Background: an optimization exercise with open tools, aiming at small area, a short achievable clock period and few clock cycles per item. Do not read the settings as production practice.
Only simulation tests tie the RTL to the original design; equivalence was not proved.

==> flow/design.v, too long to show whole: its modules and the start of the top module <==
// module mat_mul: 3884 lines
module mat_mul #
    (
        parameter integer DIM_LOG = 2,
        parameter integer DIM = 2**DIM_LOG,
        parameter integer SIZE = DIM*DIM,
        parameter integer SIZE_LOG = 2*DIM_LOG,
        parameter integer DATA_WIDTH = 32
    )
    (
        input wire  s00_axi_aclk,
        input wire  s00_axi_aresetn,
        output wire  s00_axis_tready,
        input wire [DATA_WIDTH-1 : 0] s00_axis_tdata,
        input wire  s00_axis_tlast,
        input wire  s00_axis_tvalid,
        output wire  m00_axis_tvalid,
        output wire [DATA_WIDTH-1 : 0] m00_axis_tdata,
        output wire [(DATA_WIDTH/8)-1 : 0] m00_axis_tstrb,
        output wire  m00_axis_tlast,
        input wire  m00_axis_tready,
        input wire sel,
        input wire start
    );
  // ...
==> flow/run.sh <==
#!/bin/bash
# synth_recipe.tcl (not shown) runs the flow's synth.tcl, then flattens the netlist and writes it again
# the make line also repeats each setting of config.mk as NAME=value (left out here)
make -C /OpenROAD-flow-scripts/flow DESIGN_CONFIG=/design/flow/config.mk WORK_HOME=/design/flow/orfs CLKGATE_MAP_FILE= SYNTH_SCRIPT=/design/flow/synth_recipe.tcl finish
==> flow/config.mk <==
export PLATFORM = sky130hd
export DESIGN_NAME = mat_mul
export DESIGN_NICKNAME = mat_mul
export VERILOG_FILES = /design/flow/design.v
export SDC_FILE = /design/flow/constraint.sdc
export NUM_CORES = 4
export LEC_CHECK = 0
export CAP_MARGIN = 20
export CORE_MARGIN = 2
export CORE_UTILIZATION = 40
export PLACE_DENSITY = 0.6
export SETUP_SLACK_MARGIN = 5
export SLEW_MARGIN = 20
==> flow/constraint.sdc <==
create_clock -name core_clock -period 10.0 [get_ports {s00_axi_aclk}]
set_input_delay 2.0000 -clock core_clock [delete_from_list [all_inputs] [get_ports {s00_axi_aclk}]]
set_output_delay 2.0000 -clock core_clock [all_outputs]
set_load 0.01 [all_outputs]
==> flow_metrics.tcl, run 1 <==
set metrics [dict create \
    outcome "no timing/DRC/antenna violations" \
    nWellTaps 3939 \
    n_antenna_cell 12 \
    dr.pass1.iters 5 \
    synth_top_family_by_area "multiplexers" \
    wl_per_cell_um 26.5 \
    ys_types 65 \
    fillers 26500 \
    worst-path-stages 16 \
    post-route-period-util_pct 49.0 \
    cts.root.buffer_cell "clkbuf_16" \
    cts_hold_buf 0 \
    seqAreaFraction_pct 40.7 \
    yosysTopAreaCellShare_pct 44.4 \
    antenna_found_initial 26 \
    r2r_slack_ns 5.10 \
    cts_setup_buffers 13 \
    num_vias 72400 \
    startpoint "s2_1_0[0]$_DFFE_PN_" \
    io_buffers 73 \
    worst-slew-pin-transition_ns 1.11 \
    path_class "reg -> reg" \
    synth_edf_count 1759 \
    place_ws_ns 4.82 \
    area_growth_pct 11.2 \
    clk_path_buf_depth 4 \
    synth-simple-area-share_pct 6.46 \
    drive_above_1_share_pct 16.6 \
    critPathMaxFanout 3 \
]
Testbench counts, summed over its fixed seeds: cycles 6,488, jobs 192.
==> run 2, diff against run 1 <==
==> flow/flow/run.sh (new file) <==
#!/bin/bash
# Standard layout (the standard.sh, unchanged synthesis) with timing repair
# aimed below the 10 ns clock: repair_timing works until the setup slack
# reaches SETUP_SLACK_MARGIN, so the layout gets faster than the clock asks.
set -euo pipefail
export SETUP_SLACK_MARGIN=6
bash standard.sh > standard_make.log 2>&1
==> flow/standard.sh (new file) <==
#!/bin/bash
# synth_recipe.tcl (not shown) runs the flow's synth.tcl, then flattens the netlist and writes it again
# the make line also repeats each setting of config.mk as NAME=value (left out here)
make -C /OpenROAD-flow-scripts/flow DESIGN_CONFIG=/design/flow/config.mk WORK_HOME=/design/flow/orfs CLKGATE_MAP_FILE= SYNTH_SCRIPT=/design/flow/synth_recipe.tcl "${@:-finish}"
--- a/flow/config.mk
+++ b/flow/config.mk
@@ -10,4 +10,3 @@
 export CORE_UTILIZATION = 40
 export PLACE_DENSITY = 0.6
-export SETUP_SLACK_MARGIN = 5
 export SLEW_MARGIN = 20
removed: flow/run.sh
==> flow_metrics.tcl, run 2 <==
set metrics [dict create \
    outcome "no timing/DRC/antenna violations" \
    post-route-period-util_pct 50.2 \
    yosysTopAreaCellShare_pct 44.4 \
    gp_congestion 0.898 \
    dieArea_sq_mm 0.302 \
    hold_viol 0 \
    vias_per_cell 5.54 \
    cts_hold_buf 0 \
    wl_per_cell_um 28.0 \
    grt_pass1_vias 77300 \
    start_util_pct 40.2 \
    drt-initial-drc-count 8249 \
    cts_tree "yes" \
    io_buffers 73 \
    synth_most_common_cell "edfxtp_1" \
    worst-slew-pin-transition_ns 1.18 \
    ys_types 65 \
    postRouteAntennaNets 0 \
    area_growth_pct 19.2 \
    ys.flop_type "edfxtp_1" \
    cpLargestDelayFamily "adder cells" \
    dr.pass1.iters 6 \
    register_area_sq_mm 0.0539 \
    worst_clock_skew_ns 0.110 \
    antenna_found_initial 31 \
    final_common_cell "edfxtp_1" \
    rows 200 \
    fillers 25500 \
    synth_common_cells "edfxtp_1 (1,759), inv_1 (1,246), mux2i_1 (1,044)" \
    clkTransAtPathRegs_ns 0.06 \
    final_cell_count_no_fill 13700 \
    rsz0062_at_grt "yes" \
    clock_sinks 1810 \
    ys_warn_count 1 \
    syn-instance-count 9163 \
    cap_viol_max_count 0 \
    numPlacedInstances 12600 \
    synthArstFlopShare_pct 0 \
    grtUsageTotal_pct 25.2 \
    grt-ovfl-total 0 \
    hp-class "reg -> reg" \
    min_period_ns 5.02 \
    setup_tns_ns 0 \
    path_class "reg -> reg" \
    arrival_ns 5.68 \
    ys_seq_area_share_pct 45.2 \
    holdWs_ns 0.449 \
    boundaryPins 78 \
    final_cell_mix "edfxtp_1 (1,759), inv_1 (1,062), mux2i_1 (1,034)" \
    synth_edf_count 1759 \
    dp.final_hpwl_mm 242 \
    core_sq_mm 0.297 \
    ys_ff_latch 1810 \
    top_regs "mem_A x512, mem_B x512" \
    relSlewSlack_pct 21.1 \
    crit_path_top_delay_cell "fa_2" \
    multiInputGateArea_sq_mm 0.0603 \
    die_w_um 550 \
    crit_chain "fa_2 -> inv_2 -> fa_2 -> inv_1 -> ha_1 -> ha_1 -> ha_1 -> inv_1 -> fa_2 -> nor2b_4 -> o211ai_1 -> a31o_2 -> a2111o_1 -> a31oi_4 -> a311oi_4 -> buf_4 -> nor3_2 -> nor3b_4" \
    die_h_um 550 \
    slowest_delay_ns 0.63 \
    cts.root.buffer_cell "clkbuf_16" \
    worst_setup_path_start_kind "register" \
    finalNetCount 10800 \
    grt_pass1_wl_mm 551 \
    crit_buf_inv 4 \
    placed_area_sq_mm 0.124 \
    wirelength_mm 385 \
    critPathMaxFanout 3 \
    cts_buffers 199 \
    finish.instance_area_sq_mm 0.142 \
    clk_path_buf_depth 4 \
    num_vias 76100 \
    crit_path_end_kind "register" \
    drv_slew 0 \
    drc_errors 0 \
    synth_area_sq_mm 0.119 \
    grt_max_degree 134 \
    drive_above_1_share_pct 27.2 \
    setup_violations 0 \
    synthTopCellsByArea "edfxtp_1 (44%), fa_1 (16%), mux2i_1 (8.8%), mux4_2 (4.8%), mux2_2 (4.4%)" \
    insertion_delay_ns 0.93 \
    max_freq_mhz 199 \
    syn_area_per_cell_sq_um 13.0 \
    htree_levels 4 \
    synth_top_area_cell "edfxtp_1" \
    required_ns 10.66 \
]
## run 2: changes by cell type in the layout (fill, tap and decap cells not counted), sizes merged
cell	change
clkdlybuf4s50	-1
bufinv	+3
bufbuf	+54
clkinv	-17
and2	+1
clkinvlp	-6
diode	+2
dlygate4sd2	+1
buf	+471
inv	+7
nor2	+2
clkbuf	+14
## run 2: cell type report
type	instances	area share (%)
diodes	14	0.0247
clock buffers	244	3.76
clock inverters	109	0.856
inverters	1249	3.32
multi-input cells	5365	42.5
flip-flops and latches	1810	37.9
well taps	3939	3.47
repair buffers	1009	8.14
repair inverters	2	0.00881
## run 2: metal layers
layer,track usage [%],routed length (um),vias to the layer above,part of all wire [%]
met5,0,97,-,0.025
met4,10.8,19500,12,5.1
met3,4.30,30800,744,8.0
met2,38.6,172000,3311,45
li1,-,-,32600,-
met1,35.2,162000,39500,42
## run 2: final timing paths
path                        from                  end  slack [ns]  cells after the start
min           k_data[15]$_DFF_P_   k_data[15]$_DFF_P_        0.45                      2
max reg2reg  s2_0_0[0]$_DFFE_PN_  r_out[30]$_DFFE_PP_        4.98                     18
max          s2_0_0[0]$_DFFE_PN_  r_out[30]$_DFFE_PP_        4.98                     18
min reg2reg   k_data[15]$_DFF_P_   k_data[15]$_DFF_P_        0.45                      2
## run 2: cell families (layout without fill, tap and decap cells)
kind of cell               count (synthesis)  after routing  synth area share [%]
DFF                                     1810           1810                  45.2
adders and majority gates               1122           1122                  17.8
AOI/OAI and AO/OA                        763            763                  4.54
xor gates and xnor gates                 214            214                  1.57
buffers and inverters                   1994           2613                  6.32
and+or+nand+nor                         1492           1495                  6.46
other                                      1             18               0.00315
muxes                                   1767           1767                  18.0
## run 2: per-stage QoR
stage	utilization [%]	setup slack, ns
after floorplan	-	4.77
after detailed placement	41.8	4.82
final	47.9	4.98
after global placement	41.8	4.77
after global routing	47.9	4.85
after CTS	47.1	5.03
## run 2: repair_timing
action,4_1_cts,5_1_grt
buffers inserted,564,95
cloned,60,9
pin swaps,342,273
gates resized for setup,772,378
setup endpoints to repair,949,897
## run 2: tightest hold or removal path, cell delays in order (launching register included)
cell	delay [ns]
dfxtp_1	0.30
nand2_1	0.06
o21ai_2	0.06

==> static timing again, ports no longer ideal <==
In the flow no input, the clock included, has a driving cell. The finished layouts below were timed again as built, in two steps.
Step 1: set_driving_cell puts a clkbuf_16 on s00_axi_aclk and a buf_2 on each other input, an assumption about the parent block.
Step 2 moves the port delays by t, midway between the first and last clock arrival at a register: inputs arrive t later, outputs are due t later. That takes back most of the time a late clock gives input paths.
Three values: ideal, step 1, step 2; two values: the first two.
run	t (ns)	setup slack, ns	worst hold slack (ns)	worst register clock-pin slew, ns
run 1	0.964	5.097 / 5.097 / 5.097	0.464 / 0.464 / 0.464	0.07 / 0.07
run 2	0.971	4.984 / 4.984 / 4.984	0.449 / 0.449 / 0.449	0.07 / 0.07
After both steps every run listed still meets setup and hold.
